Context: an optimization exercise on an open-source flow, tuned for small area and a short achievable clock period. The choices shown serve that exercise and are no tape-out recipe.
Only simulation tests tie the RTL to the original design; equivalence was not proved.
No activity file was given, so power comes from the tool's default toggle rates.

==> standard.sh <==
#!/bin/bash
# synth_recipe.tcl (not shown) runs the flow's synth.tcl, then flattens the netlist and writes it again
# the make line also repeats each setting of config.mk as NAME=value (left out here)
make -C /OpenROAD-flow-scripts/flow DESIGN_CONFIG=/design/flow/config.mk WORK_HOME=/design/flow/orfs CLKGATE_MAP_FILE= SYNTH_SCRIPT=/design/flow/synth_recipe.tcl "${@:-finish}"
==> constraint.sdc <==
create_clock -name core_clock -period 6.2 [get_ports {clk}]
set_input_delay 1.2400 -clock core_clock [delete_from_list [all_inputs] [get_ports {clk}]]
set_output_delay 1.2400 -clock core_clock [all_outputs]
set_load 0.01 [all_outputs]
==> design.v <==
module mxu_pe_mac_lo (
    input wire [7:0] w,
    input wire one0, two0, neg0,
    input wire one1, two1, neg1,
    input wire [12:0] ps,
    output wire [12:0] lo,
    output wire t
);
  wire [8:0] pp0;
  assign pp0[0] = (one0 & w[0]) ^ neg0;
  assign pp0[1] = ((one0 & w[1]) | (two0 & w[0])) ^ neg0;
  assign pp0[2] = ((one0 & w[2]) | (two0 & w[1])) ^ neg0;
  assign pp0[3] = ((one0 & w[3]) | (two0 & w[2])) ^ neg0;
  assign pp0[4] = ((one0 & w[4]) | (two0 & w[3])) ^ neg0;
  assign pp0[5] = ((one0 & w[5]) | (two0 & w[4])) ^ neg0;
  assign pp0[6] = ((one0 & w[6]) | (two0 & w[5])) ^ neg0;
  assign pp0[7] = ((one0 & w[7]) | (two0 & w[6])) ^ neg0;
  assign pp0[8] = ((one0 & w[7]) | (two0 & w[7])) ^ neg0;
  wire [8:0] pp1;
  assign pp1[0] = (one1 & w[0]) ^ neg1;
  assign pp1[1] = ((one1 & w[1]) | (two1 & w[0])) ^ neg1;
  assign pp1[2] = ((one1 & w[2]) | (two1 & w[1])) ^ neg1;
  assign pp1[3] = ((one1 & w[3]) | (two1 & w[2])) ^ neg1;
  assign pp1[4] = ((one1 & w[4]) | (two1 & w[3])) ^ neg1;
  assign pp1[5] = ((one1 & w[5]) | (two1 & w[4])) ^ neg1;
  assign pp1[6] = ((one1 & w[6]) | (two1 & w[5])) ^ neg1;
  assign pp1[7] = ((one1 & w[7]) | (two1 & w[6])) ^ neg1;
  assign pp1[8] = ((one1 & w[7]) | (two1 & w[7])) ^ neg1;
  wire ly3, ls1, lc2;
  mxu_pe_hx u_ly3 (.a(ps[2]), .b(neg1), .x(ly3));
  mxu_pe_hx u_ls1 (.a(ly3), .b(pp0[2]), .x(ls1));
  mxu_pe_maj u_lc2 (.a(ps[2]), .b(neg1), .c(pp0[2]), .y(lc2));
  wire ly6, ls4, lc5;
  mxu_pe_hx u_ly6 (.a(ps[3]), .b(pp0[3]), .x(ly6));
  mxu_pe_hx u_ls4 (.a(ly6), .b(pp1[1]), .x(ls4));
  mxu_pe_maj u_lc5 (.a(ps[3]), .b(pp0[3]), .c(pp1[1]), .y(lc5));
  wire ly9, ls7, lc8;
  mxu_pe_hx u_ly9 (.a(ps[4]), .b(pp0[4]), .x(ly9));
  mxu_pe_hx u_ls7 (.a(ly9), .b(pp1[2]), .x(ls7));
  mxu_pe_maj u_lc8 (.a(ps[4]), .b(pp0[4]), .c(pp1[2]), .y(lc8));
  wire ly12, ls10, lc11;
  mxu_pe_hx u_ly12 (.a(ps[5]), .b(pp0[5]), .x(ly12));
  mxu_pe_hx u_ls10 (.a(ly12), .b(pp1[3]), .x(ls10));
  mxu_pe_maj u_lc11 (.a(ps[5]), .b(pp0[5]), .c(pp1[3]), .y(lc11));
  wire ly15, ls13, lc14;
  mxu_pe_hx u_ly15 (.a(ps[6]), .b(pp0[6]), .x(ly15));
  mxu_pe_hx u_ls13 (.a(ly15), .b(pp1[4]), .x(ls13));
  mxu_pe_maj u_lc14 (.a(ps[6]), .b(pp0[6]), .c(pp1[4]), .y(lc14));
  wire ly18, ls16, lc17;
  mxu_pe_hx u_ly18 (.a(ps[7]), .b(pp0[7]), .x(ly18));
  mxu_pe_hx u_ls16 (.a(ly18), .b(pp1[5]), .x(ls16));
  mxu_pe_maj u_lc17 (.a(ps[7]), .b(pp0[7]), .c(pp1[5]), .y(lc17));
  wire ly21, ls19, lc20;
  mxu_pe_hx u_ly21 (.a(~ps[8]), .b(~pp0[8]), .x(ly21));
  mxu_pe_hx u_ls19 (.a(ly21), .b(pp1[6]), .x(ls19));
  mxu_pe_maj u_lc20 (.a(~ps[8]), .b(~pp0[8]), .c(pp1[6]), .y(lc20));
  wire ly24, ls22, lc23;
  mxu_pe_hx u_ly24 (.a(~ps[9]), .b(pp1[7]), .x(ly24));
  mxu_pe_hx u_ls22 (.a(ly24), .b(ps[8]), .x(ls22));
  mxu_pe_maj u_lc23 (.a(~ps[9]), .b(pp1[7]), .c(ps[8]), .y(lc23));
  wire ly27, ls25, lc26;
  mxu_pe_hx u_ly27 (.a(ps[10]), .b(~pp1[8]), .x(ly27));
  mxu_pe_hx u_ls25 (.a(ly27), .b(ps[9]), .x(ls25));
  mxu_pe_maj u_lc26 (.a(ps[10]), .b(~pp1[8]), .c(ps[9]), .y(lc26));
  wire [12:0] ra = {ps[12], ~ps[11], ls25, ls22, ls19, ls16, ls13, ls10, ls7, ls4, ls1, ps[1], ps[0]};
  wire [12:0] rb = {ps[11], lc26, lc23, lc20, lc17, lc14, lc11, lc8, lc5, lc2, pp1[0], pp0[1], pp0[0]};
  mxu_pe_add13 add (.a(ra), .b(rb), .cin(neg0), .sum(lo), .cout(t));
endmodule
module mxu_pe_mac_hi (
    input wire [7:0] w,
    input wire one2, two2, neg2,
    input wire one3, two3, neg3,
    input wire [23:0] x,
    input wire t,
    output wire [23:0] result
);
  wire [8:0] pp2;
  assign pp2[0] = (one2 & w[0]) ^ neg2;
  assign pp2[1] = ((one2 & w[1]) | (two2 & w[0])) ^ neg2;
  assign pp2[2] = ((one2 & w[2]) | (two2 & w[1])) ^ neg2;
  assign pp2[3] = ((one2 & w[3]) | (two2 & w[2])) ^ neg2;
  assign pp2[4] = ((one2 & w[4]) | (two2 & w[3])) ^ neg2;
  assign pp2[5] = ((one2 & w[5]) | (two2 & w[4])) ^ neg2;
  assign pp2[6] = ((one2 & w[6]) | (two2 & w[5])) ^ neg2;
  assign pp2[7] = ((one2 & w[7]) | (two2 & w[6])) ^ neg2;
  assign pp2[8] = ((one2 & w[7]) | (two2 & w[7])) ^ neg2;
  wire [8:0] pp3;
  assign pp3[0] = (one3 & w[0]) ^ neg3;
  assign pp3[1] = ((one3 & w[1]) | (two3 & w[0])) ^ neg3;
  assign pp3[2] = ((one3 & w[2]) | (two3 & w[1])) ^ neg3;
  assign pp3[3] = ((one3 & w[3]) | (two3 & w[2])) ^ neg3;
  assign pp3[4] = ((one3 & w[4]) | (two3 & w[3])) ^ neg3;
  assign pp3[5] = ((one3 & w[5]) | (two3 & w[4])) ^ neg3;
  assign pp3[6] = ((one3 & w[6]) | (two3 & w[5])) ^ neg3;
  assign pp3[7] = ((one3 & w[7]) | (two3 & w[6])) ^ neg3;
  assign pp3[8] = ((one3 & w[7]) | (two3 & w[7])) ^ neg3;
  wire hy3, hs1, hc2;
  mxu_pe_hx u_hy3 (.a(x[6]), .b(neg3), .x(hy3));
  mxu_pe_hx u_hs1 (.a(hy3), .b(pp2[2]), .x(hs1));
  mxu_pe_maj u_hc2 (.a(x[6]), .b(neg3), .c(pp2[2]), .y(hc2));
  wire hy6, hs4, hc5;
  mxu_pe_hx u_hy6 (.a(x[7]), .b(pp2[3]), .x(hy6));
  mxu_pe_hx u_hs4 (.a(hy6), .b(pp3[1]), .x(hs4));
  mxu_pe_maj u_hc5 (.a(x[7]), .b(pp2[3]), .c(pp3[1]), .y(hc5));
  wire hy9, hs7, hc8;
  mxu_pe_hx u_hy9 (.a(x[8]), .b(pp2[4]), .x(hy9));
  mxu_pe_hx u_hs7 (.a(hy9), .b(pp3[2]), .x(hs7));
  mxu_pe_maj u_hc8 (.a(x[8]), .b(pp2[4]), .c(pp3[2]), .y(hc8));
  wire hy12, hs10, hc11;
  mxu_pe_hx u_hy12 (.a(x[9]), .b(pp2[5]), .x(hy12));
  mxu_pe_hx u_hs10 (.a(hy12), .b(pp3[3]), .x(hs10));
  mxu_pe_maj u_hc11 (.a(x[9]), .b(pp2[5]), .c(pp3[3]), .y(hc11));
  wire hy15, hs13, hc14;
  mxu_pe_hx u_hy15 (.a(x[10]), .b(pp2[6]), .x(hy15));
  mxu_pe_hx u_hs13 (.a(hy15), .b(pp3[4]), .x(hs13));
  mxu_pe_maj u_hc14 (.a(x[10]), .b(pp2[6]), .c(pp3[4]), .y(hc14));
  wire hy18, hs16, hc17;
  mxu_pe_hx u_hy18 (.a(x[11]), .b(pp2[7]), .x(hy18));
  mxu_pe_hx u_hs16 (.a(hy18), .b(pp3[5]), .x(hs16));
  mxu_pe_maj u_hc17 (.a(x[11]), .b(pp2[7]), .c(pp3[5]), .y(hc17));
  wire hy21, hs19, hc20;
  mxu_pe_hx u_hy21 (.a(x[12]), .b(~pp2[8]), .x(hy21));
  mxu_pe_hx u_hs19 (.a(hy21), .b(pp3[6]), .x(hs19));
  mxu_pe_maj u_hc20 (.a(x[12]), .b(~pp2[8]), .c(pp3[6]), .y(hc20));
  wire hy24, hs22, hc23;
  mxu_pe_hx u_hy24 (.a(~x[13]), .b(t), .x(hy24));
  mxu_pe_hx u_hs22 (.a(hy24), .b(pp3[7]), .x(hs22));
  mxu_pe_maj u_hc23 (.a(~x[13]), .b(t), .c(pp3[7]), .y(hc23));
  wire hy27, hs25, hc26;
  mxu_pe_hx u_hy27 (.a(x[14]), .b(~pp3[8]), .x(hy27));
  mxu_pe_hx u_hs25 (.a(hy27), .b(x[13]), .x(hs25));
  mxu_pe_maj u_hc26 (.a(x[14]), .b(~pp3[8]), .c(x[13]), .y(hc26));
  wire [19:0] ra = {~x[23], ~x[22], ~x[21], ~x[20], ~x[19], ~x[18], ~x[17], ~x[16], ~x[15], hs25, hs22, hs19, hs16, hs13, hs10, hs7, hs4, hs1, x[5], x[4]};
  wire [19:0] rb = {x[22], x[21], x[20], x[19], x[18], x[17], x[16], x[15], hc26, hc23, hc20, hc17, hc14, hc11, hc8, hc5, hc2, pp3[0], pp2[1], pp2[0]};
  wire [19:0] sum;
  wire c_unused;
  mxu_pe_add20 add (.a(ra), .b(rb), .cin(neg2), .sum(sum), .cout(c_unused));
  assign result = {sum, x[3:0]};
endmodule
module mxu_pe_add13 (
    input wire [12:0] a,
    input wire [12:0] b,
    input wire cin,
    output wire [12:0] sum,
    output wire cout
);
  wire [12:0] x;
  wire gn0_1, pn0_1;
  mxu_pe_pg0 u_pg0 (.a(a[0]), .b(b[0]), .gn(gn0_1), .pn(pn0_1));
  mxu_pe_hx u_x0 (.a(a[0]), .b(b[0]), .x(x[0]));
  wire gn0_2, pn0_2;
  mxu_pe_pg0 u_pg1 (.a(a[1]), .b(b[1]), .gn(gn0_2), .pn(pn0_2));
  mxu_pe_hx u_x1 (.a(a[1]), .b(b[1]), .x(x[1]));
  wire gn0_3, pn0_3;
  mxu_pe_pg0 u_pg2 (.a(a[2]), .b(b[2]), .gn(gn0_3), .pn(pn0_3));
  mxu_pe_hx u_x2 (.a(a[2]), .b(b[2]), .x(x[2]));
  wire gn0_4, pn0_4;
  mxu_pe_pg0 u_pg3 (.a(a[3]), .b(b[3]), .gn(gn0_4), .pn(pn0_4));
  mxu_pe_hx u_x3 (.a(a[3]), .b(b[3]), .x(x[3]));
  wire gn0_5, pn0_5;
  mxu_pe_pg0 u_pg4 (.a(a[4]), .b(b[4]), .gn(gn0_5), .pn(pn0_5));
  mxu_pe_hx u_x4 (.a(a[4]), .b(b[4]), .x(x[4]));
  wire gn0_6, pn0_6;
  mxu_pe_pg0 u_pg5 (.a(a[5]), .b(b[5]), .gn(gn0_6), .pn(pn0_6));
  mxu_pe_hx u_x5 (.a(a[5]), .b(b[5]), .x(x[5]));
  wire gn0_7, pn0_7;
  mxu_pe_pg0 u_pg6 (.a(a[6]), .b(b[6]), .gn(gn0_7), .pn(pn0_7));
  mxu_pe_hx u_x6 (.a(a[6]), .b(b[6]), .x(x[6]));
  wire gn0_8, pn0_8;
  mxu_pe_pg0 u_pg7 (.a(a[7]), .b(b[7]), .gn(gn0_8), .pn(pn0_8));
  mxu_pe_hx u_x7 (.a(a[7]), .b(b[7]), .x(x[7]));
  wire gn0_9, pn0_9;
  mxu_pe_pg0 u_pg8 (.a(a[8]), .b(b[8]), .gn(gn0_9), .pn(pn0_9));
  mxu_pe_hx u_x8 (.a(a[8]), .b(b[8]), .x(x[8]));
  wire gn0_10, pn0_10;
  mxu_pe_pg0 u_pg9 (.a(a[9]), .b(b[9]), .gn(gn0_10), .pn(pn0_10));
  mxu_pe_hx u_x9 (.a(a[9]), .b(b[9]), .x(x[9]));
  wire gn0_11, pn0_11;
  mxu_pe_pg0 u_pg10 (.a(a[10]), .b(b[10]), .gn(gn0_11), .pn(pn0_11));
  mxu_pe_hx u_x10 (.a(a[10]), .b(b[10]), .x(x[10]));
  wire gn0_12, pn0_12;
  mxu_pe_pg0 u_pg11 (.a(a[11]), .b(b[11]), .gn(gn0_12), .pn(pn0_12));
  mxu_pe_hx u_x11 (.a(a[11]), .b(b[11]), .x(x[11]));
  wire gn0_13, pn0_13;
  mxu_pe_pg0 u_pg12 (.a(a[12]), .b(b[12]), .gn(gn0_13), .pn(pn0_13));
  mxu_pe_hx u_x12 (.a(a[12]), .b(b[12]), .x(x[12]));
  wire cinn = ~cin;
  wire g1_0 = ~cinn;
  wire g1_1;
  mxu_pe_gi u_n1_1 (.gnh(gn0_1), .pnh(pn0_1), .gnl(cinn), .g(g1_1));
  wire g1_2 = ~gn0_2;
  wire p1_2 = ~pn0_2;
  wire g1_3, p1_3;
  mxu_pe_gpi u_n1_3 (.gnh(gn0_3), .pnh(pn0_3), .gnl(gn0_2), .pnl(pn0_2), .g(g1_3), .p(p1_3));
  wire g1_4 = ~gn0_4;
  wire p1_4 = ~pn0_4;
  wire g1_5, p1_5;
  mxu_pe_gpi u_n1_5 (.gnh(gn0_5), .pnh(pn0_5), .gnl(gn0_4), .pnl(pn0_4), .g(g1_5), .p(p1_5));
  wire g1_6 = ~gn0_6;
  wire p1_6 = ~pn0_6;
  wire g1_7, p1_7;
  mxu_pe_gpi u_n1_7 (.gnh(gn0_7), .pnh(pn0_7), .gnl(gn0_6), .pnl(pn0_6), .g(g1_7), .p(p1_7));
  wire g1_8 = ~gn0_8;
  wire p1_8 = ~pn0_8;
  wire g1_9, p1_9;
  mxu_pe_gpi u_n1_9 (.gnh(gn0_9), .pnh(pn0_9), .gnl(gn0_8), .pnl(pn0_8), .g(g1_9), .p(p1_9));
  wire g1_10 = ~gn0_10;
  wire p1_10 = ~pn0_10;
  wire g1_11, p1_11;
  mxu_pe_gpi u_n1_11 (.gnh(gn0_11), .pnh(pn0_11), .gnl(gn0_10), .pnl(pn0_10), .g(g1_11), .p(p1_11));
  wire g1_12 = ~gn0_12;
  wire p1_12 = ~pn0_12;
  wire g1_13, p1_13;
  mxu_pe_gpi u_n1_13 (.gnh(gn0_13), .pnh(pn0_13), .gnl(gn0_12), .pnl(pn0_12), .g(g1_13), .p(p1_13));
  wire g2_0 = ~g1_0;
  wire g2_1 = ~g1_1;
  wire g2_2;
  mxu_pe_gt u_n2_2 (.gh(g1_2), .ph(p1_2), .gl(g1_1), .gn(g2_2));
  wire g2_3;
  mxu_pe_gt u_n2_3 (.gh(g1_3), .ph(p1_3), .gl(g1_1), .gn(g2_3));
  wire g2_4 = ~g1_4;
  wire p2_4 = ~p1_4;
  wire g2_5 = ~g1_5;
  wire p2_5 = ~p1_5;
  wire g2_6, p2_6;
  mxu_pe_gpt u_n2_6 (.gh(g1_6), .ph(p1_6), .gl(g1_5), .pl(p1_5), .gn(g2_6), .pn(p2_6));
  wire g2_7, p2_7;
  mxu_pe_gpt u_n2_7 (.gh(g1_7), .ph(p1_7), .gl(g1_5), .pl(p1_5), .gn(g2_7), .pn(p2_7));
  wire g2_8 = ~g1_8;
  wire p2_8 = ~p1_8;
  wire g2_9 = ~g1_9;
  wire p2_9 = ~p1_9;
  wire g2_10, p2_10;
  mxu_pe_gpt u_n2_10 (.gh(g1_10), .ph(p1_10), .gl(g1_9), .pl(p1_9), .gn(g2_10), .pn(p2_10));
  wire g2_11, p2_11;
  mxu_pe_gpt u_n2_11 (.gh(g1_11), .ph(p1_11), .gl(g1_9), .pl(p1_9), .gn(g2_11), .pn(p2_11));
  wire g2_12 = ~g1_12;
  wire p2_12 = ~p1_12;
  wire g2_13 = ~g1_13;
  wire p2_13 = ~p1_13;
  wire g3_0 = ~g2_0;
  wire g3_1 = ~g2_1;
  wire g3_2 = ~g2_2;
  wire g3_3 = ~g2_3;
  wire g3_4;
  mxu_pe_gi u_n3_4 (.gnh(g2_4), .pnh(p2_4), .gnl(g2_3), .g(g3_4));
  wire g3_5;
  mxu_pe_gi u_n3_5 (.gnh(g2_5), .pnh(p2_5), .gnl(g2_3), .g(g3_5));
  wire g3_6;
  mxu_pe_gi u_n3_6 (.gnh(g2_6), .pnh(p2_6), .gnl(g2_3), .g(g3_6));
  wire g3_7;
  mxu_pe_gi u_n3_7 (.gnh(g2_7), .pnh(p2_7), .gnl(g2_3), .g(g3_7));
  wire g3_8 = ~g2_8;
  wire p3_8 = ~p2_8;
  wire g3_9 = ~g2_9;
  wire p3_9 = ~p2_9;
  wire g3_10 = ~g2_10;
  wire p3_10 = ~p2_10;
  wire g3_11 = ~g2_11;
  wire p3_11 = ~p2_11;
  wire g3_12, p3_12;
  mxu_pe_gpi u_n3_12 (.gnh(g2_12), .pnh(p2_12), .gnl(g2_11), .pnl(p2_11), .g(g3_12), .p(p3_12));
  wire g3_13, p3_13;
  mxu_pe_gpi u_n3_13 (.gnh(g2_13), .pnh(p2_13), .gnl(g2_11), .pnl(p2_11), .g(g3_13), .p(p3_13));
  wire g4_0 = ~g3_0;
  wire g4_1 = ~g3_1;
  wire g4_2 = ~g3_2;
  wire g4_3 = ~g3_3;
  wire g4_4 = ~g3_4;
  wire g4_5 = ~g3_5;
  wire g4_6 = ~g3_6;
  wire g4_7 = ~g3_7;
  wire g4_8;
  mxu_pe_gt u_n4_8 (.gh(g3_8), .ph(p3_8), .gl(g3_7), .gn(g4_8));
  wire g4_9;
  mxu_pe_gt u_n4_9 (.gh(g3_9), .ph(p3_9), .gl(g3_7), .gn(g4_9));
  wire g4_10;
  mxu_pe_gt u_n4_10 (.gh(g3_10), .ph(p3_10), .gl(g3_7), .gn(g4_10));
  wire g4_11;
  mxu_pe_gt u_n4_11 (.gh(g3_11), .ph(p3_11), .gl(g3_7), .gn(g4_11));
  wire g4_12;
  mxu_pe_gt u_n4_12 (.gh(g3_12), .ph(p3_12), .gl(g3_7), .gn(g4_12));
  wire g4_13;
  mxu_pe_gt u_n4_13 (.gh(g3_13), .ph(p3_13), .gl(g3_7), .gn(g4_13));
  assign sum[0] = ~(x[0] ^ g4_0);
  assign sum[1] = ~(x[1] ^ g4_1);
  assign sum[2] = ~(x[2] ^ g4_2);
  assign sum[3] = ~(x[3] ^ g4_3);
  assign sum[4] = ~(x[4] ^ g4_4);
  assign sum[5] = ~(x[5] ^ g4_5);
  assign sum[6] = ~(x[6] ^ g4_6);
  assign sum[7] = ~(x[7] ^ g4_7);
  assign sum[8] = ~(x[8] ^ g4_8);
  assign sum[9] = ~(x[9] ^ g4_9);
  assign sum[10] = ~(x[10] ^ g4_10);
  assign sum[11] = ~(x[11] ^ g4_11);
  assign sum[12] = ~(x[12] ^ g4_12);
  assign cout = ~g4_13;
endmodule
module mxu_pe_add20 (
    input wire [19:0] a,
    input wire [19:0] b,
    input wire cin,
    output wire [19:0] sum,
    output wire cout
);
  wire [19:0] x;
  wire gn0_1, pn0_1;
  mxu_pe_pg0 u_pg0 (.a(a[0]), .b(b[0]), .gn(gn0_1), .pn(pn0_1));
  mxu_pe_hx u_x0 (.a(a[0]), .b(b[0]), .x(x[0]));
  wire gn0_2, pn0_2;
  mxu_pe_pg0 u_pg1 (.a(a[1]), .b(b[1]), .gn(gn0_2), .pn(pn0_2));
  mxu_pe_hx u_x1 (.a(a[1]), .b(b[1]), .x(x[1]));
  wire gn0_3, pn0_3;
  mxu_pe_pg0 u_pg2 (.a(a[2]), .b(b[2]), .gn(gn0_3), .pn(pn0_3));
  mxu_pe_hx u_x2 (.a(a[2]), .b(b[2]), .x(x[2]));
  wire gn0_4, pn0_4;
  mxu_pe_pg0 u_pg3 (.a(a[3]), .b(b[3]), .gn(gn0_4), .pn(pn0_4));
  mxu_pe_hx u_x3 (.a(a[3]), .b(b[3]), .x(x[3]));
  wire gn0_5, pn0_5;
  mxu_pe_pg0 u_pg4 (.a(a[4]), .b(b[4]), .gn(gn0_5), .pn(pn0_5));
  mxu_pe_hx u_x4 (.a(a[4]), .b(b[4]), .x(x[4]));
  wire gn0_6, pn0_6;
  mxu_pe_pg0 u_pg5 (.a(a[5]), .b(b[5]), .gn(gn0_6), .pn(pn0_6));
  mxu_pe_hx u_x5 (.a(a[5]), .b(b[5]), .x(x[5]));
  wire gn0_7, pn0_7;
  mxu_pe_pg0 u_pg6 (.a(a[6]), .b(b[6]), .gn(gn0_7), .pn(pn0_7));
  mxu_pe_hx u_x6 (.a(a[6]), .b(b[6]), .x(x[6]));
  wire gn0_8, pn0_8;
  mxu_pe_pg0 u_pg7 (.a(a[7]), .b(b[7]), .gn(gn0_8), .pn(pn0_8));
  mxu_pe_hx u_x7 (.a(a[7]), .b(b[7]), .x(x[7]));
  wire gn0_9, pn0_9;
  mxu_pe_pg0 u_pg8 (.a(a[8]), .b(b[8]), .gn(gn0_9), .pn(pn0_9));
  mxu_pe_hx u_x8 (.a(a[8]), .b(b[8]), .x(x[8]));
  wire gn0_10, pn0_10;
  mxu_pe_pg0 u_pg9 (.a(a[9]), .b(b[9]), .gn(gn0_10), .pn(pn0_10));
  mxu_pe_hx u_x9 (.a(a[9]), .b(b[9]), .x(x[9]));
  wire gn0_11, pn0_11;
  mxu_pe_pg0 u_pg10 (.a(a[10]), .b(b[10]), .gn(gn0_11), .pn(pn0_11));
  mxu_pe_hx u_x10 (.a(a[10]), .b(b[10]), .x(x[10]));
  wire gn0_12, pn0_12;
  mxu_pe_pg0 u_pg11 (.a(a[11]), .b(b[11]), .gn(gn0_12), .pn(pn0_12));
  mxu_pe_hx u_x11 (.a(a[11]), .b(b[11]), .x(x[11]));
  wire gn0_13, pn0_13;
  mxu_pe_pg0 u_pg12 (.a(a[12]), .b(b[12]), .gn(gn0_13), .pn(pn0_13));
  mxu_pe_hx u_x12 (.a(a[12]), .b(b[12]), .x(x[12]));
  wire gn0_14, pn0_14;
  mxu_pe_pg0 u_pg13 (.a(a[13]), .b(b[13]), .gn(gn0_14), .pn(pn0_14));
  mxu_pe_hx u_x13 (.a(a[13]), .b(b[13]), .x(x[13]));
  wire gn0_15, pn0_15;
  mxu_pe_pg0 u_pg14 (.a(a[14]), .b(b[14]), .gn(gn0_15), .pn(pn0_15));
  mxu_pe_hx u_x14 (.a(a[14]), .b(b[14]), .x(x[14]));
  wire gn0_16, pn0_16;
  mxu_pe_pg0 u_pg15 (.a(a[15]), .b(b[15]), .gn(gn0_16), .pn(pn0_16));
  mxu_pe_hx u_x15 (.a(a[15]), .b(b[15]), .x(x[15]));
  wire gn0_17, pn0_17;
  mxu_pe_pg0 u_pg16 (.a(a[16]), .b(b[16]), .gn(gn0_17), .pn(pn0_17));
  mxu_pe_hx u_x16 (.a(a[16]), .b(b[16]), .x(x[16]));
  wire gn0_18, pn0_18;
  mxu_pe_pg0 u_pg17 (.a(a[17]), .b(b[17]), .gn(gn0_18), .pn(pn0_18));
  mxu_pe_hx u_x17 (.a(a[17]), .b(b[17]), .x(x[17]));
  wire gn0_19, pn0_19;
  mxu_pe_pg0 u_pg18 (.a(a[18]), .b(b[18]), .gn(gn0_19), .pn(pn0_19));
  mxu_pe_hx u_x18 (.a(a[18]), .b(b[18]), .x(x[18]));
  wire gn0_20, pn0_20;
  mxu_pe_pg0 u_pg19 (.a(a[19]), .b(b[19]), .gn(gn0_20), .pn(pn0_20));
  mxu_pe_hx u_x19 (.a(a[19]), .b(b[19]), .x(x[19]));
  wire cinn = ~cin;
  wire g1_0 = ~cinn;
  wire g1_1;
  mxu_pe_gi u_n1_1 (.gnh(gn0_1), .pnh(pn0_1), .gnl(cinn), .g(g1_1));
  wire g1_2 = ~gn0_2;
  wire p1_2 = ~pn0_2;
  wire g1_3, p1_3;
  mxu_pe_gpi u_n1_3 (.gnh(gn0_3), .pnh(pn0_3), .gnl(gn0_2), .pnl(pn0_2), .g(g1_3), .p(p1_3));
  wire g1_4 = ~gn0_4;
  wire p1_4 = ~pn0_4;
  wire g1_5, p1_5;
  mxu_pe_gpi u_n1_5 (.gnh(gn0_5), .pnh(pn0_5), .gnl(gn0_4), .pnl(pn0_4), .g(g1_5), .p(p1_5));
  wire g1_6 = ~gn0_6;
  wire p1_6 = ~pn0_6;
  wire g1_7, p1_7;
  mxu_pe_gpi u_n1_7 (.gnh(gn0_7), .pnh(pn0_7), .gnl(gn0_6), .pnl(pn0_6), .g(g1_7), .p(p1_7));
  wire g1_8 = ~gn0_8;
  wire p1_8 = ~pn0_8;
  wire g1_9, p1_9;
  mxu_pe_gpi u_n1_9 (.gnh(gn0_9), .pnh(pn0_9), .gnl(gn0_8), .pnl(pn0_8), .g(g1_9), .p(p1_9));
  wire g1_10 = ~gn0_10;
  wire p1_10 = ~pn0_10;
  wire g1_11, p1_11;
  mxu_pe_gpi u_n1_11 (.gnh(gn0_11), .pnh(pn0_11), .gnl(gn0_10), .pnl(pn0_10), .g(g1_11), .p(p1_11));
  wire g1_12 = ~gn0_12;
  wire p1_12 = ~pn0_12;
  wire g1_13, p1_13;
  mxu_pe_gpi u_n1_13 (.gnh(gn0_13), .pnh(pn0_13), .gnl(gn0_12), .pnl(pn0_12), .g(g1_13), .p(p1_13));
  wire g1_14 = ~gn0_14;
  wire p1_14 = ~pn0_14;
  wire g1_15, p1_15;
  mxu_pe_gpi u_n1_15 (.gnh(gn0_15), .pnh(pn0_15), .gnl(gn0_14), .pnl(pn0_14), .g(g1_15), .p(p1_15));
  wire g1_16 = ~gn0_16;
  wire p1_16 = ~pn0_16;
  wire g1_17, p1_17;
  mxu_pe_gpi u_n1_17 (.gnh(gn0_17), .pnh(pn0_17), .gnl(gn0_16), .pnl(pn0_16), .g(g1_17), .p(p1_17));
  wire g1_18 = ~gn0_18;
  wire p1_18 = ~pn0_18;
  wire g1_19, p1_19;
  mxu_pe_gpi u_n1_19 (.gnh(gn0_19), .pnh(pn0_19), .gnl(gn0_18), .pnl(pn0_18), .g(g1_19), .p(p1_19));
  wire g1_20 = ~gn0_20;
  wire p1_20 = ~pn0_20;
  wire g2_0 = ~g1_0;
  wire g2_1 = ~g1_1;
  wire g2_2;
  mxu_pe_gt u_n2_2 (.gh(g1_2), .ph(p1_2), .gl(g1_1), .gn(g2_2));
  wire g2_3;
  mxu_pe_gt u_n2_3 (.gh(g1_3), .ph(p1_3), .gl(g1_1), .gn(g2_3));
  wire g2_4 = ~g1_4;
  wire p2_4 = ~p1_4;
  wire g2_5 = ~g1_5;
  wire p2_5 = ~p1_5;
  wire g2_6, p2_6;
  mxu_pe_gpt u_n2_6 (.gh(g1_6), .ph(p1_6), .gl(g1_5), .pl(p1_5), .gn(g2_6), .pn(p2_6));
  wire g2_7, p2_7;
  mxu_pe_gpt u_n2_7 (.gh(g1_7), .ph(p1_7), .gl(g1_5), .pl(p1_5), .gn(g2_7), .pn(p2_7));
  wire g2_8 = ~g1_8;
  wire p2_8 = ~p1_8;
  wire g2_9 = ~g1_9;
  wire p2_9 = ~p1_9;
  wire g2_10, p2_10;
  mxu_pe_gpt u_n2_10 (.gh(g1_10), .ph(p1_10), .gl(g1_9), .pl(p1_9), .gn(g2_10), .pn(p2_10));
  wire g2_11, p2_11;
  mxu_pe_gpt u_n2_11 (.gh(g1_11), .ph(p1_11), .gl(g1_9), .pl(p1_9), .gn(g2_11), .pn(p2_11));
  wire g2_12 = ~g1_12;
  wire p2_12 = ~p1_12;
  wire g2_13 = ~g1_13;
  wire p2_13 = ~p1_13;
  wire g2_14, p2_14;
  mxu_pe_gpt u_n2_14 (.gh(g1_14), .ph(p1_14), .gl(g1_13), .pl(p1_13), .gn(g2_14), .pn(p2_14));
  wire g2_15, p2_15;
  mxu_pe_gpt u_n2_15 (.gh(g1_15), .ph(p1_15), .gl(g1_13), .pl(p1_13), .gn(g2_15), .pn(p2_15));
  wire g2_16 = ~g1_16;
  wire p2_16 = ~p1_16;
  wire g2_17 = ~g1_17;
  wire p2_17 = ~p1_17;
  wire g2_18, p2_18;
  mxu_pe_gpt u_n2_18 (.gh(g1_18), .ph(p1_18), .gl(g1_17), .pl(p1_17), .gn(g2_18), .pn(p2_18));
  wire g2_19, p2_19;
  mxu_pe_gpt u_n2_19 (.gh(g1_19), .ph(p1_19), .gl(g1_17), .pl(p1_17), .gn(g2_19), .pn(p2_19));
  wire g2_20 = ~g1_20;
  wire p2_20 = ~p1_20;
  wire g3_0 = ~g2_0;
  wire g3_1 = ~g2_1;
  wire g3_2 = ~g2_2;
  wire g3_3 = ~g2_3;
  wire g3_4;
  mxu_pe_gi u_n3_4 (.gnh(g2_4), .pnh(p2_4), .gnl(g2_3), .g(g3_4));
  wire g3_5;
  mxu_pe_gi u_n3_5 (.gnh(g2_5), .pnh(p2_5), .gnl(g2_3), .g(g3_5));
  wire g3_6;
  mxu_pe_gi u_n3_6 (.gnh(g2_6), .pnh(p2_6), .gnl(g2_3), .g(g3_6));
  wire g3_7;
  mxu_pe_gi u_n3_7 (.gnh(g2_7), .pnh(p2_7), .gnl(g2_3), .g(g3_7));
  wire g3_8 = ~g2_8;
  wire p3_8 = ~p2_8;
  wire g3_9 = ~g2_9;
  wire p3_9 = ~p2_9;
  wire g3_10 = ~g2_10;
  wire p3_10 = ~p2_10;
  wire g3_11 = ~g2_11;
  wire p3_11 = ~p2_11;
  wire g3_12, p3_12;
  mxu_pe_gpi u_n3_12 (.gnh(g2_12), .pnh(p2_12), .gnl(g2_11), .pnl(p2_11), .g(g3_12), .p(p3_12));
  wire g3_13, p3_13;
  mxu_pe_gpi u_n3_13 (.gnh(g2_13), .pnh(p2_13), .gnl(g2_11), .pnl(p2_11), .g(g3_13), .p(p3_13));
  wire g3_14, p3_14;
  mxu_pe_gpi u_n3_14 (.gnh(g2_14), .pnh(p2_14), .gnl(g2_11), .pnl(p2_11), .g(g3_14), .p(p3_14));
  wire g3_15, p3_15;
  mxu_pe_gpi u_n3_15 (.gnh(g2_15), .pnh(p2_15), .gnl(g2_11), .pnl(p2_11), .g(g3_15), .p(p3_15));
  wire g3_16 = ~g2_16;
  wire p3_16 = ~p2_16;
  wire g3_17 = ~g2_17;
  wire p3_17 = ~p2_17;
  wire g3_18 = ~g2_18;
  wire p3_18 = ~p2_18;
  wire g3_19 = ~g2_19;
  wire p3_19 = ~p2_19;
  wire g3_20, p3_20;
  mxu_pe_gpi u_n3_20 (.gnh(g2_20), .pnh(p2_20), .gnl(g2_19), .pnl(p2_19), .g(g3_20), .p(p3_20));
  wire g4_0 = ~g3_0;
  wire g4_1 = ~g3_1;
  wire g4_2 = ~g3_2;
  wire g4_3 = ~g3_3;
  wire g4_4 = ~g3_4;
  wire g4_5 = ~g3_5;
  wire g4_6 = ~g3_6;
  wire g4_7 = ~g3_7;
  wire g4_8;
  mxu_pe_gt u_n4_8 (.gh(g3_8), .ph(p3_8), .gl(g3_7), .gn(g4_8));
  wire g4_9;
  mxu_pe_gt u_n4_9 (.gh(g3_9), .ph(p3_9), .gl(g3_7), .gn(g4_9));
  wire g4_10;
  mxu_pe_gt u_n4_10 (.gh(g3_10), .ph(p3_10), .gl(g3_7), .gn(g4_10));
  wire g4_11;
  mxu_pe_gt u_n4_11 (.gh(g3_11), .ph(p3_11), .gl(g3_7), .gn(g4_11));
  wire g4_12;
  mxu_pe_gt u_n4_12 (.gh(g3_12), .ph(p3_12), .gl(g3_7), .gn(g4_12));
  wire g4_13;
  mxu_pe_gt u_n4_13 (.gh(g3_13), .ph(p3_13), .gl(g3_7), .gn(g4_13));
  wire g4_14;
  mxu_pe_gt u_n4_14 (.gh(g3_14), .ph(p3_14), .gl(g3_7), .gn(g4_14));
  wire g4_15;
  mxu_pe_gt u_n4_15 (.gh(g3_15), .ph(p3_15), .gl(g3_7), .gn(g4_15));
  wire g4_16 = ~g3_16;
  wire p4_16 = ~p3_16;
  wire g4_17 = ~g3_17;
  wire p4_17 = ~p3_17;
  wire g4_18 = ~g3_18;
  wire p4_18 = ~p3_18;
  wire g4_19 = ~g3_19;
  wire p4_19 = ~p3_19;
  wire g4_20 = ~g3_20;
  wire p4_20 = ~p3_20;
  wire g5_0 = ~g4_0;
  wire g5_1 = ~g4_1;
  wire g5_2 = ~g4_2;
  wire g5_3 = ~g4_3;
  wire g5_4 = ~g4_4;
  wire g5_5 = ~g4_5;
  wire g5_6 = ~g4_6;
  wire g5_7 = ~g4_7;
  wire g5_8 = ~g4_8;
  wire g5_9 = ~g4_9;
  wire g5_10 = ~g4_10;
  wire g5_11 = ~g4_11;
  wire g5_12 = ~g4_12;
  wire g5_13 = ~g4_13;
  wire g5_14 = ~g4_14;
  wire g5_15 = ~g4_15;
  wire g5_16;
  mxu_pe_gi u_n5_16 (.gnh(g4_16), .pnh(p4_16), .gnl(g4_15), .g(g5_16));
  wire g5_17;
  mxu_pe_gi u_n5_17 (.gnh(g4_17), .pnh(p4_17), .gnl(g4_15), .g(g5_17));
  wire g5_18;
  mxu_pe_gi u_n5_18 (.gnh(g4_18), .pnh(p4_18), .gnl(g4_15), .g(g5_18));
  wire g5_19;
  mxu_pe_gi u_n5_19 (.gnh(g4_19), .pnh(p4_19), .gnl(g4_15), .g(g5_19));
  wire g5_20;
  mxu_pe_gi u_n5_20 (.gnh(g4_20), .pnh(p4_20), .gnl(g4_15), .g(g5_20));
  assign sum[0] = x[0] ^ g5_0;
  assign sum[1] = x[1] ^ g5_1;
  assign sum[2] = x[2] ^ g5_2;
  assign sum[3] = x[3] ^ g5_3;
  assign sum[4] = x[4] ^ g5_4;
  assign sum[5] = x[5] ^ g5_5;
  assign sum[6] = x[6] ^ g5_6;
  assign sum[7] = x[7] ^ g5_7;
  assign sum[8] = x[8] ^ g5_8;
  assign sum[9] = x[9] ^ g5_9;
  assign sum[10] = x[10] ^ g5_10;
  assign sum[11] = x[11] ^ g5_11;
  assign sum[12] = x[12] ^ g5_12;
  assign sum[13] = x[13] ^ g5_13;
  assign sum[14] = x[14] ^ g5_14;
  assign sum[15] = x[15] ^ g5_15;
  assign sum[16] = x[16] ^ g5_16;
  assign sum[17] = x[17] ^ g5_17;
  assign sum[18] = x[18] ^ g5_18;
  assign sum[19] = x[19] ^ g5_19;
  assign cout = g5_20;
endmodule
module mxu_pe_hipre (input wire [8:0] xh, input wire c, output wire [8:0] sel0,
                     output wire [8:0] sel1);
  wire [8:0] xh_m1 = xh - 9'd1;
  wire [8:0] xh_p1 = xh + 9'd1;
  assign sel0 = c ? xh : xh_m1;
  assign sel1 = c ? xh_p1 : xh;
endmodule
module mxu_pe_mux9 (input wire [8:0] sel0, input wire [8:0] sel1, input wire s,
                    output wire [8:0] y);
  assign y = s ? sel1 : sel0;
endmodule
module mxu_pe_pg0 (input wire a, input wire b, output wire gn, output wire pn);
  assign gn = ~(a & b);
  assign pn = ~(a | b);
endmodule
module mxu_pe_maj (input wire a, input wire b, input wire c, output wire y);
  assign y = (a & b) | (a & c) | (b & c);
endmodule
module mxu_pe_hx (input wire a, input wire b, output wire x);
  assign x = a ^ b;
endmodule
module mxu_pe_gpt (input wire gh, input wire ph, input wire gl, input wire pl,
                   output wire gn, output wire pn);
  assign gn = ~(gh | (ph & gl));
  assign pn = ~(ph & pl);
endmodule
module mxu_pe_gpi (input wire gnh, input wire pnh, input wire gnl, input wire pnl,
                   output wire g, output wire p);
  assign g = ~(gnh & (pnh | gnl));
  assign p = ~(pnh | pnl);
endmodule
module mxu_pe_gt (input wire gh, input wire ph, input wire gl, output wire gn);
  assign gn = ~(gh | (ph & gl));
endmodule
module mxu_pe_gi (input wire gnh, input wire pnh, input wire gnl, output wire g);
  assign g = ~(gnh & (pnh | gnl));
endmodule
module mxu_pe #(
    parameter Y_INDEX = 0   
) (
    input wire clk,
    input wire rst_n,
    input wire load_phase,
    input wire [7:0] load_weight_target_y,
    input wire [7:0] load_weight,
    input wire [7:0] activation,
    input wire [23:0] partial_sum,
    output reg [23:0] result,
    output reg phase_out,
    output reg [7:0] load_weight_target_y_out,
    output reg [7:0] weight_out,
    output reg [7:0] activation_out_bw
);
  reg ld1, ld2;
  reg [7:0] ty1, ty2;
  reg [7:0] lw1, lw2;
  reg [7:0] act1, act2, act3, act4;
  reg two0_1, one1_1, two1_1;   
  reg one2_2, two2_2, one3_2, two3_2;   
  reg [23:0] ps1;
  reg [23:0] mac2;
  reg mac2_t;
  reg [7:0] w_cur, w_old, w_nx1, w_nx2;
  wire hit2 = ld2 && (ty2 == Y_INDEX);
  wire [12:0] lo1;
  wire t1;
  wire [23:0] x2 = {mac2[23:13], ~mac2[12], mac2[11:0]};
  wire [23:0] sum2;
  mxu_pe_mac_lo mac_lo (
      .w(w_cur),
      .one0(act1[0]),
      .two0(two0_1),
      .neg0(act1[1]),
      .one1(one1_1),
      .two1(two1_1),
      .neg1(act1[3]),
      .ps(ps1[12:0]),
      .lo(lo1),
      .t(t1)
  );
  mxu_pe_mac_hi mac_hi (
      .w(w_old),
      .one2(one2_2),
      .two2(two2_2),
      .neg2(act2[5]),
      .one3(one3_2),
      .two3(two3_2),
      .neg3(act2[7]),
      .x(x2),
      .t(mac2_t),
      .result(sum2)
  );
  always @(posedge clk or negedge rst_n) begin
    if (!rst_n) begin
      ld1 <= 1'b0;
      ty1 <= 8'b0;
      lw1 <= 8'b0;
      ld2 <= 1'b0;
      ty2 <= 8'b0;
      lw2 <= 8'b0;
      phase_out <= 1'b0;
      load_weight_target_y_out <= 8'b0;
      weight_out <= 8'b0;
      act1 <= 8'b0;
      act2 <= 8'b0;
      act3 <= 8'b0;
      act4 <= 8'b0;
      activation_out_bw <= 8'b0;
      two0_1 <= 1'b0;
      one1_1 <= 1'b0;
      two1_1 <= 1'b0;
      one2_2 <= 1'b0;
      two2_2 <= 1'b0;
      one3_2 <= 1'b0;
      two3_2 <= 1'b0;
      ps1 <= 24'b0;
      mac2 <= 24'b0;
      mac2_t <= 1'b0;
      result <= 24'b0;
      w_cur <= 8'b0;
      w_old <= 8'b0;
      w_nx1 <= 8'b0;
      w_nx2 <= 8'b0;
    end else begin
      ld1 <= load_phase;
      ty1 <= load_weight_target_y;
      lw1 <= load_weight;
      ld2 <= ld1;
      ty2 <= ty1;
      lw2 <= lw1;
      phase_out <= ld2;
      load_weight_target_y_out <= ty2;
      weight_out <= lw2;
      act1 <= activation;
      act2 <= act1;
      act3 <= act2;
      act4 <= act3;
      activation_out_bw <= act4;
      two0_1 <= activation[1] & ~activation[0];
      one1_1 <= activation[2] ^ activation[1];
      two1_1 <= (activation[3] ^ activation[2]) & ~(activation[2] ^ activation[1]);
      one2_2 <= act1[4] ^ act1[3];
      two2_2 <= (act1[5] ^ act1[4]) & ~(act1[4] ^ act1[3]);
      one3_2 <= act1[6] ^ act1[5];
      two3_2 <= (act1[7] ^ act1[6]) & ~(act1[6] ^ act1[5]);
      ps1 <= partial_sum;
      mac2 <= {ps1[23:13], ~lo1[12], lo1[11:0]};
      mac2_t <= t1;
      result <= sum2;
      w_nx2 <= hit2 ? lw2 : w_old;
      w_nx1 <= w_nx2;
      w_cur <= w_nx1;
      w_old <= w_cur;
    end
  end
endmodule
==> flow/run.sh <==
#!/bin/bash
# Standard ORFS layout with smaller port buffers, a clock tree without dummy loads, and
# useful skew between the two MAC pipeline stages (flow/skew.tcl, before global routing).
set -euo pipefail
export BUFFER_PORTS_ARGS="-buffer_cell sky130_fd_sc_hd__buf_1"
export CTS_ARGS="-sink_clustering_enable -sink_clustering_size 30 -sink_clustering_max_diameter 80 -repair_clock_nets -dont_use_dummy_load -buf_list {sky130_fd_sc_hd__clkbuf_16}"
bash standard.sh "PRE_GLOBAL_ROUTE_TCL=$PWD/flow/skew.tcl" finish > standard_flow.log 2>&1
==> flow/skew.tcl <==
# Useful skew between the two MAC stages (registers with no path from an input or to an
# output only).  Runs before global routing, after clock tree synthesis.
#  - early: the stage-2 launch registers (w_old, act2 and the stage-2 Booth encodings) are
#    clocked by their own buffer straight from the clock port net, ahead of the tree leaves;
#  - late: the stage-1 capture registers (mac2, mac2_t) are clocked by a buffer hanging off a
#    tree leaf, behind the other leaves.
# All registers with a path from an input port or to an output port stay on the tree leaves.
set block [ord::get_db_block]
set db [ord::get_db]

proc group_insts {block patterns} {
  set out {}
  foreach inst [$block getInsts] {
    set n [$inst getName]
    foreach p $patterns {
      if {[string match $p $n]} { lappend out $inst; break }
    }
  }
  return $out
}

proc centroid {insts} {
  set sx 0; set sy 0; set k 0
  foreach i $insts {
    set loc [$i getLocation]
    set sx [expr {$sx + [lindex $loc 0]}]
    set sy [expr {$sy + [lindex $loc 1]}]
    incr k
  }
  return [list [expr {$sx / $k}] [expr {$sy / $k}]]
}

proc add_clock_buffer {block db name master_name in_net insts} {
  set master [$db findMaster $master_name]
  set buf [odb::dbInst_create $block $master $name]
  set net [odb::dbNet_create $block "${name}_net"]
  $net setSigType CLOCK
  [$buf findITerm A] connect $in_net
  [$buf findITerm X] connect $net
  foreach i $insts {
    set it [$i findITerm CLK]
    $it disconnect
    $it connect $net
  }
  set c [centroid $insts]
  $buf setLocation [lindex $c 0] [lindex $c 1]
  $buf setPlacementStatus PLACED
  puts "skew: $name drives [llength $insts] registers from [$in_net getName]"
  return $buf
}

set early [group_insts $block {w_old* act2* one2_2* two2_2* one3_2* two3_2*}]
set late [group_insts $block {mac2*}]

# the net of the clock port
set clk_net [[$block findBTerm clk] getNet]
# a tree leaf net: the one now clocking the first late register
set leaf_net [[[lindex $late 0] findITerm CLK] getNet]

add_clock_buffer $block $db clkbuf_early sky130_fd_sc_hd__clkbuf_16 $clk_net $early
add_clock_buffer $block $db clkbuf_late sky130_fd_sc_hd__clkbuf_16 $leaf_net $late

detailed_placement
check_placement
==> config.mk <==
export PLATFORM = sky130hd
export DESIGN_NAME = mxu_pe
export DESIGN_NICKNAME = mxu_pe
export VERILOG_FILES = /design/flow/design.v
export SDC_FILE = /design/flow/constraint.sdc
export NUM_CORES = 4
export LEC_CHECK = 0
export CAP_MARGIN = 20
export CORE_MARGIN = 2
export CORE_UTILIZATION = 60
export SETUP_SLACK_MARGIN = 3.6
export SLEW_MARGIN = 20
export SYNTH_HIERARCHICAL = 1
==> results of run 1 <==
worst register-to-register path, delay by kind of cell, from the launching register on:
kind	cells	cell delay (ps)
xor gates and xnor gates	4	980
DFF	1	790
and+or+nand+nor	4	560
AOI/OAI and AO/OA	1	80
buffers and inverters	1	60
area by class of cell:
| cell class | count | share of cell area |
|---|---|---|
| buffer | 2 | 0.00551 |
| clock buffer | 11 | 0.0303 |
| inverter | 56 | 0.0231 |
| multi-input combinational | 380 | 0.311 |
| sequential | 203 | 0.560 |
| tap | 176 | 0.0242 |
| timing repair buffer | 103 | 0.0459 |
stage by stage:
stage          power (mW)  cell area, µm²   util  instances
2_1_floorplan        2.21            8200      -        655
3_3_place_gp         2.36            8660  0.652        916
3_5_place_dp         2.38            8660  0.652        916
4_1_cts              3.12            9010  0.677        929
5_1_grt              3.37            9080  0.683        931
6_report             3.16            9080  0.683        931
power by group through the flow:
stage	registers, mW	clock network (mW)	logic (mW)
after floorplan	1.60	0	0.607
after CTS	1.56	0.721	0.840
after global placement	1.58	0	0.773
after global routing	1.58	0.851	0.937
final	1.56	0.774	0.829
after detailed placement	1.59	0	0.795
worst paths after layout:
kind                                  to  slack [ps]  cells past startpoint
worst min-delay path             act3[4]          80                      0
min in group asynchronous       mac2[19]         690                      1
worst min register to register   act3[4]          80                      0
worst max-delay path            mac2[12]        3870                     10
max in group asynchronous        act2[2]        3970                      2
worst max register to register  mac2[12]        3870                     10
layer usage:
metal,up-vias,GRT usage,part of all wire
met5,-,0,0
met4,0,0.0371,0.016
met3,12,0.0254,0.038
met2,89,0.341,0.53
met1,2252,0.236,0.42
li1,2270,-,-
state kept, by name, indices dropped and copies added (netlist names), 8 cells and up:
| signal | cells |
|---|---|
| result | 24 |
| w_old | 8 |
| load_weight_target_y_out | 8 |
| activation_out_bw | 8 |
| ty1 | 8 |
| act3 | 8 |
| weight_out | 8 |
| act1 | 8 |
| w_nx2 | 8 |
| ty2 | 8 |
| w_nx1 | 8 |
| lw2 | 8 |
| lw1 | 8 |
| act2 | 8 |
| mac2 | 24 |
| w_cur | 8 |
| ps1 | 24 |
| act4 | 8 |
repair_timing:
action | 4_1_cts | 5_1_grt
pin swaps | 1 | 0
setup buffers | 2 | 0
resized for setup | 13 | 6
endpoints found under the setup margin | 19 | 15
==> flow_summary.yaml, run 1 <==
routing:
  via_count: 4623
  drtIter0Drc: 105
  avgRoutedWirePerCell_um: 13.6
  dr.pass1.iters: 4
  vias_per_cell: 4.97
  drt_wl_total_um: 12700
  drtAntennaViolNets: 0
  drc_errors: 0
clock_tree:
  clkLatencyLatePin_ps: 450
  numCtsBuffers: 11
  clock-root-buffer: "clkbuf_16"
  tritoncts: "built"
  hold_buffers: 0
  htree_levels: 1
  clk_pin_slew_worst_paths_ps: 110
  cts_buffer_depth: 3
  clock-sinks: 203
floorplan:
  initial_utilization: 0.616
  die_h_um: 121
  core_um2: 13300
  design.portCount: 100
  die_w_um: 121
  row_count: 42
  die-area_um2: 14600
placement:
  place_ws_ps: 3230
  globalplace.congestion: 0.772
  port_buffers: 99
  dp_hpwl_um: 9000
synth:
  ys_warn_count: 7
  synth_fp_nets: 706
  postSynthCellCount: 655
  synthesis.area_um2: 8190
  avgSynthCellArea_um2: 12.5
sta:
  setup_violations: 0
  fmax_ghz: 0.428
  finalHoldViolations: 0
  setup_ws_ps: 3870
  slew_headroom: 0.459
  clock_skew_ps: 300
  worst_pin_slew_ps: 811
  finalCriticalPeriod_ps: 2330
  holdWs_ps: 76.1
  rsz0062_at_grt: "no"
  fin_tns_setup_ps: 0
  finalMaxSlewViolations: 0
  final.period_utilization: 0.376
power:
  swShare: 0.307
  p_leak_nw: 4.06
  clkPwrFrac: 0.245
  power_frac_comb: 0.262
  powerDensity_nw_per_um2: 348
  ir_worst_vdd_uv: 239
  p_switching_mw: 0.970
  p_int_mw: 2.19
  power_frac_seq: 0.493
final_layout:
  final_net_count: 808
  final_layout_size_suffix_gt1_frac: 0.148
  multi_input_area_um2: 2820
  layout.area.seq_um2: 5090
  layout_commonest_cell: "dfrtp_1"
  n_fill_cell: 994
  diodes: 0
  layout_common_cells: "dfrtp_1, buf_1, xor2_1"
  areaGrowthSynthToFinish_pct: 10.9
global_route:
  antenna_found_initial: 0
  first_global_vias: 4714
  track_usage: 0.186
  grt_start_max_net_pins: 85
  grt_pass1_wl_um: 21700
  gr-total-overflow: 0
worst_setup_path:
  max_stage_delay_ps: 790
  endpoint_kind: "flop"
  cp-startpoint: "act1[3]"
  worstSetupStartpointType: "flop"
  worstSetupPathType: "reg -> reg"
  worst-path-buf-inv: 1
  cp_cell_sequence: "xor2_1, xor2_1, xor2_1, nor2_1, nor2_1, nand2_1, nor2_1, a21oi_2, xnor2_1, inv_1"
  reg2reg_from: "act1[3]"
  cp_max_fo: 15
  crit_arrival_ps: 2890
  crit_required_ps: 6760
  cp_slowest_cell: "dfrtp_1"
  crit_family: "XOR/XNOR gates"
outcome:
  status: "finished clean"
job:
  max-cap-violations: 0
hold_path:
  hold_class: "reg -> reg"
  hold_start: "act2[4]"
==> run 2: changes to the inputs <==
--- a/flow/skew.tcl
+++ b/flow/skew.tcl
@@ -3,6 +3,6 @@
 #  - early: the stage-2 launch registers (w_old, act2 and the stage-2 Booth encodings) are
 #    clocked by their own buffer straight from the clock port net, ahead of the tree leaves;
-#  - late: the stage-1 capture registers (mac2, mac2_t) are clocked by a buffer hanging off a
-#    tree leaf, behind the other leaves.
+#  - late: the stage-1 adder's capture registers (mac2[12:0], mac2_t) are clocked by a buffer
+#    hanging off a tree leaf, behind the other leaves.
 # All registers with a path from an input port or to an output port stay on the tree leaves.
 set block [ord::get_db_block]
@@ -51,5 +51,11 @@
 
 set early [group_insts $block {w_old* act2* one2_2* two2_2* one3_2* two3_2*}]
-set late [group_insts $block {mac2*}]
+# mac2[23:13] only copy ps1[23:13]; the stage-1 adder results are mac2[12:0] and mac2_t
+set late {}
+foreach inst [$block getInsts] {
+  set n [$inst getName]
+  if {[regexp {^mac2\[([0-9]+)\]} $n -> bit] && $bit <= 12} { lappend late $inst }
+  if {[string match {mac2_t*} $n]} { lappend late $inst }
+}
 
 # the net of the clock port
==> run 2 against run 1 <==
Clock-buffer cell count unchanged. Via count up 0.65%. Combinational power up 2%. Clock skew down 1.1 ps. Worst hold slack worse by 5.2 ps. Core utilization up 0.69 points. Register-to-register slack worse by 150 ps. Die area unchanged. Setup slack worse by 150 ps. Total power about the same. Synthesized area unchanged.
==> flow_summary.yaml, run 2 <==
sta:
  rsz0062_at_grt: "yes"
  finalMaxSlewViolations: 0
  final.period_utilization: 0.400
  fin_tns_setup_ps: 0
  setup_violations: 0
  clock_skew_ps: 299
  fmax_ghz: 0.403
  finalCriticalPeriod_ps: 2480
  finalHoldViolations: 0
  slew_headroom: 0.462
  worst_pin_slew_ps: 807
job:
  max-cap-violations: 0
floorplan:
  initial_utilization: 0.616
  core_um2: 13300
  die_w_um: 121
  row_count: 42
  die_h_um: 121
  design.portCount: 100
  die-area_um2: 14600
final_layout:
  final_net_count: 816
  layout_commonest_cell: "dfrtp_1"
  n_fill_cell: 990
  largestRegisters: "mac2 (24), ps1 (24), result (24)"
  areaGrowthSynthToFinish_pct: 12.0
  diodes: 0
  layout_common_cells: "dfrtp_1, buf_1, xor2_1"
  utilization: 0.690
  final_layout_size_suffix_gt1_frac: 0.169
worst_setup_path:
  cp_common_cell: "buf_4"
  max_stage_delay_ps: 450
  crit_required_ps: 6520
  cp_slowest_cell: "dfrtp_2"
  cp_max_fo: 6
  crit_arrival_ps: 2800
  crit_family: "XOR/XNOR gates"
  worst-path-buf-inv: 2
  endpoint_kind: "flop"
  cp_cell_sequence: "buf_4, a22oi_2, xnor2_2, xor2_1, xor2_2, nor2_1, nor2_2, nand2_1, o21ai_4, buf_4, a21oi_2, xnor2_1"
  worstSetupPathType: "reg -> reg"
  worstSetupStartpointType: "flop"
placement:
  dp_hpwl_um: 9000
  globalplace.congestion: 0.772
  port_buffers: 99
synth:
  postSynthCellCount: 655
  ys_warn_count: 7
  synthesis.area_um2: 8190
  synth_fp_nets: 706
  avgSynthCellArea_um2: 12.5
routing:
  drt_wl_total_um: 12600
  vias_per_cell: 4.96
  dr.pass1.iters: 4
  drtAntennaViolNets: 0
  drc_errors: 0
  via_count: 4653
  drtIter0Drc: 142
  avgRoutedWirePerCell_um: 13.4
clock_tree:
  clk_pin_slew_worst_paths_ps: 100
  numCtsBuffers: 11
  tritoncts: "built"
  cts_buffer_depth: 3
  clock-sinks: 203
  clkLatencyLatePin_ps: 450
  clock-root-buffer: "clkbuf_16"
  hold_buffers: 0
  htree_levels: 1
power:
  ir_worst_vdd_uv: 234
  powerDensity_nw_per_um2: 345
  p_leak_nw: 4.10
global_route:
  gr-total-overflow: 0
  grt_start_max_net_pins: 85
  grt_pass1_wl_um: 21500
  first_global_vias: 4690
  track_usage: 0.183
  antenna_found_initial: 0
outcome:
  status: "finished clean"
hold_path:
  hold_class: "reg -> reg"
## run 2: worst reg2reg max path, stage by stage (launching register included)
cell,delay [ps]
dfrtp_2,450
buf_4,160
a22oi_2,200
xnor2_2,150
xor2_1,240
xor2_2,220
nor2_1,100
nor2_2,160
nand2_1,110
o21ai_4,240
buf_4,170
a21oi_2,50
xnor2_1,110
## run 2: metal layers
metal	GRT usage	wire, µm	vias to the layer above
li1	-	-	2290
met1	0.234	5260	2266
met2	0.334	6650	85
met3	0.0254	490	12
met4	0.0371	200	0
met5	0	0	-
## run 2: area by class of cell
| type | count | area (µm²) | share of cell area |
|---|---|---|---|
| multi-input combinational | 380 | 2850 | 0.311 |
| sequential | 203 | 5090 | 0.555 |
| clock buffer | 11 | 275 | 0.0300 |
| timing repair buffer | 111 | 477 | 0.0520 |
| inverter | 56 | 210 | 0.0229 |
| tap | 176 | 220 | 0.0240 |
| buffer | 2 | 50.0 | 0.00545 |
## run 2: final timing paths
path | slack [ps] | depth (start not counted) | end | start
max | 3720 | 12 | mac2[11] | two0_1
min | 70 | 0 | act3[4] | act2[4]
max reg2reg | 3720 | 12 | mac2[11] | two0_1
min reg2reg | 70 | 0 | act3[4] | act2[4]
max in group asynchronous | 3980 | 2 | act2[2] | rst_n
min in group asynchronous | 890 | 1 | result[23] | rst_n
## run 2: per-stage QoR
stage | power, mW | std cells | instance area [µm²] | hold slack, ps | setup slack [ps]
6_report | 3.17 | 939 | 9180 | 70.9 | 3720
4_1_cts | 3.12 | 929 | 9010 | 345 | 3610
3_3_place_gp | 2.36 | 916 | 8660 | 332 | 3310
3_5_place_dp | 2.38 | 916 | 8660 | 335 | 3230
2_1_floorplan | 2.21 | 655 | 8200 | 331 | 3650
5_1_grt | 3.37 | 939 | 9180 | 65.3 | 3460
## run 2: repair_timing
item                       CTS  global route
setup buffers                2             8
cloned                       0             0
resized for setup           13            15
pin swaps                    1             2
setup endpoints to repair   19            20
## run 2: power by group
| group | switching (mW) | internal (mW) |
|---|---|---|
| logic | 0.496 | 0.350 |
| clock network | 0.385 | 0.374 |
| registers | 0.0806 | 1.48 |
| total | 0.962 | 2.20 |
==> run 3: changes to the inputs <==
--- a/flow/skew.tcl
+++ b/flow/skew.tcl
@@ -55,5 +55,5 @@
 foreach inst [$block getInsts] {
   set n [$inst getName]
-  if {[regexp {^mac2\[([0-9]+)\]} $n -> bit] && $bit <= 12} { lappend late $inst }
+  if {[regexp {^mac2\\?\[([0-9]+)\\?\]} $n -> bit] && $bit <= 12} { lappend late $inst }
   if {[string match {mac2_t*} $n]} { lappend late $inst }
 }
==> run 3 against run 2 <==
Still clean. Sequential share of layout area up 0.34 points. Via count is 0.92% lower. Flip-flop and latch count did not move. Synthesized area stayed put. Worst hold slack better by 3.8 ps. Clock-buffer cell count unchanged. First-iteration DRC count shrank 15%. Register-to-register slack better by 160 ps. Critical path depth fell by 1. Combinational power decreased by 0.7%.
==> flow_summary.yaml, run 3 <==
job:
  max-cap-violations: 0
final_layout:
  layout_commonest_cell: "dfrtp_1"
  layout.area.seq_um2: 5090
  n_fill_cell: 994
  areaGrowthSynthToFinish_pct: 11.2
  fin_area_um2: 9110
  multi_input_area_um2: 2820
  layout_common_cells: "dfrtp_1, buf_1, xor2_1"
  diodes: 0
  final_layout_size_suffix_gt1_frac: 0.154
  final_net_count: 812
  largestRegisters: "mac2 (24), ps1 (24), result (24)"
routing:
  drtAntennaViolNets: 0
  vias_per_cell: 4.93
  dr.pass1.iters: 4
  avgRoutedWirePerCell_um: 13.5
  drtIter0Drc: 121
  drt_wl_total_um: 12600
  via_count: 4610
  drc_errors: 0
clock_tree:
  clkLatencyLatePin_ps: 450
  htree_levels: 1
  clk_pin_slew_worst_paths_ps: 90
  clock-root-buffer: "clkbuf_16"
  cts_buffer_depth: 3
  tritoncts: "built"
  clock-sinks: 203
  numCtsBuffers: 11
sta:
  clock_skew_ps: 301
  finalHoldViolations: 0
  fin_tns_setup_ps: 0
  finalMaxSlewViolations: 0
  setup_violations: 0
  rsz0062_at_grt: "no"
  slew_headroom: 0.463
  worst_pin_slew_ps: 805
  final.period_utilization: 0.374
  fmax_ghz: 0.431
  finalCriticalPeriod_ps: 2320
global_route:
  track_usage: 0.184
  first_global_vias: 4711
  grt_pass1_wl_um: 21600
  grt_start_max_net_pins: 85
  gr-total-overflow: 0
  antenna_found_initial: 0
floorplan:
  die_h_um: 121
  die-area_um2: 14600
  design.portCount: 100
  core_um2: 13300
  die_w_um: 121
  row_count: 42
  initial_utilization: 0.616
placement:
  globalplace.congestion: 0.772
  dpl_cell_area_um2: 8660
  dp_hpwl_um: 9000
  port_buffers: 99
worst_setup_path:
  worstSetupPathType: "reg -> reg"
  worstSetupStartpointType: "flop"
  crit_required_ps: 6710
  crit_arrival_ps: 2830
  rrSetupSlack_ps: 3880
  endpoint_kind: "flop"
  cp_max_fo: 10
outcome:
  status: "finished clean"
synth:
  avgSynthCellArea_um2: 12.5
  ys_warn_count: 7
  synth_fp_nets: 706
  postSynthCellCount: 655
  synthesis.area_um2: 8190
power:
  p_leak_nw: 4.07
  powerDensity_nw_per_um2: 347
  p_total_mw: 3.16
  ir_worst_vdd_uv: 240
hold_path:
  hold_class: "reg -> reg"
[run 3: cell types whose count changed in the layout (fill, tap and decap cells not counted), sizes merged]
cell  change
buf       -4
[run 3: worst paths after layout]
| path | start | to | depth (start not counted) |
|---|---|---|---|
| min in group asynchronous | rst_n | result[23] | 1 |
| worst min register to register | act2[4] | act3[4] | 0 |
| worst min-delay path | act2[4] | act3[4] | 0 |
| max in group asynchronous | rst_n | w_old[1] | 2 |
| worst max register to register | act1[0] | mac2[11] | 11 |
| worst max-delay path | act1[0] | mac2[11] | 11 |
[run 3: through the flow]
step | hold WS [ps] | worst slack, ps | instances | util
after floorplan | 331 | 3650 | 655 | -
after global placement | 332 | 3310 | 916 | 0.652
after detailed placement | 335 | 3230 | 916 | 0.652
after CTS | 345 | 3610 | 929 | 0.677
after global routing | 72.3 | 3630 | 935 | 0.686
final | 74.8 | 3880 | 935 | 0.686
[run 3: power breakdown]
| part | internal (mW) | switching, mW | total (mW) |
|---|---|---|---|
| Sequential | 1.48 | 0.0811 | 1.56 |
| Clock | 0.375 | 0.389 | 0.764 |
| Combinational | 0.346 | 0.494 | 0.840 |
[run 3: final cells by class]
class / instances / share of cell area
buffer: 2 / 0.00549
tap: 176 / 0.0242
sequential: 203 / 0.558
multi-input combinational: 380 / 0.310
clock buffer: 11 / 0.0302
inverter: 56 / 0.0231
timing repair buffer: 107 / 0.0490
[run 3: timing repair]
item	CTS	global route
hold buffers	0	0
resized for setup	13	7
pin swaps	1	1
setup buffers	2	4
cloned	0	0
endpoints found under the setup margin	19	15
[run 3: per-layer routing]
metal	track usage	vias to the layer above	part of all wire
li1	-	2277	-
met1	0.231	2247	0.42
met2	0.340	74	0.53
met3	0.0254	12	0.035
met4	0.0371	0	0.016
met5	0	-	0
[run 3: critical path, cell delays in order, from the launching register on]
cell     delay [ps]
dfrtp_1         480
a22oi_1         280
xnor2_2         160
xor2_1          250
xor2_2          220
nor2_1           90
nor2_1          200
nand2_1         120
o21ai_4         250
buf_4           170
a21oi_2          50
xnor2_1         110

## separate check: timing with driven ports
How much do the figures lean on ideal ports? The routed layouts below were timed once more, with nothing changed but the port constraints. Step 1 (the two cells are an assumption about what drives the block):
set clk [get_ports {clk}]
set_driving_cell -lib_cell sky130_fd_sc_hd__clkbuf_16 $clk
set_driving_cell -lib_cell sky130_fd_sc_hd__buf_2 [delete_from_list [all_inputs] $clk]
Step 2, shift: input delay + t, output delay - t, t = (earliest + latest rising clock arrival at the registers) / 2. This alone moves slack from input paths to output paths. Three values: ideal, step 1, step 2; two values: the first two.
run | t, ns | setup slack, ns | clock arrival spread, ns | slew at the worst register clock pin (ns)
run 1 | 0.453 | 3.866 / 3.866 / 3.547 | 0.504 / 0.504 | 0.11 / 0.11
run 2 | 0.399 | 3.717 / 3.717 / 3.604 | 0.398 / 0.397 | 0.10 / 0.10
run 3 | 0.435 | 3.881 / 3.881 / 3.563 | 0.471 / 0.471 | 0.10 / 0.10
Clock arrivals are far apart in every run listed, so t is only a midpoint there and step 2 fits no single register. The setup slack of run 1, which loses most, moves by 0.000 ns with the drivers and by -0.319 ns with both steps. Setup slack includes reset recovery checks.
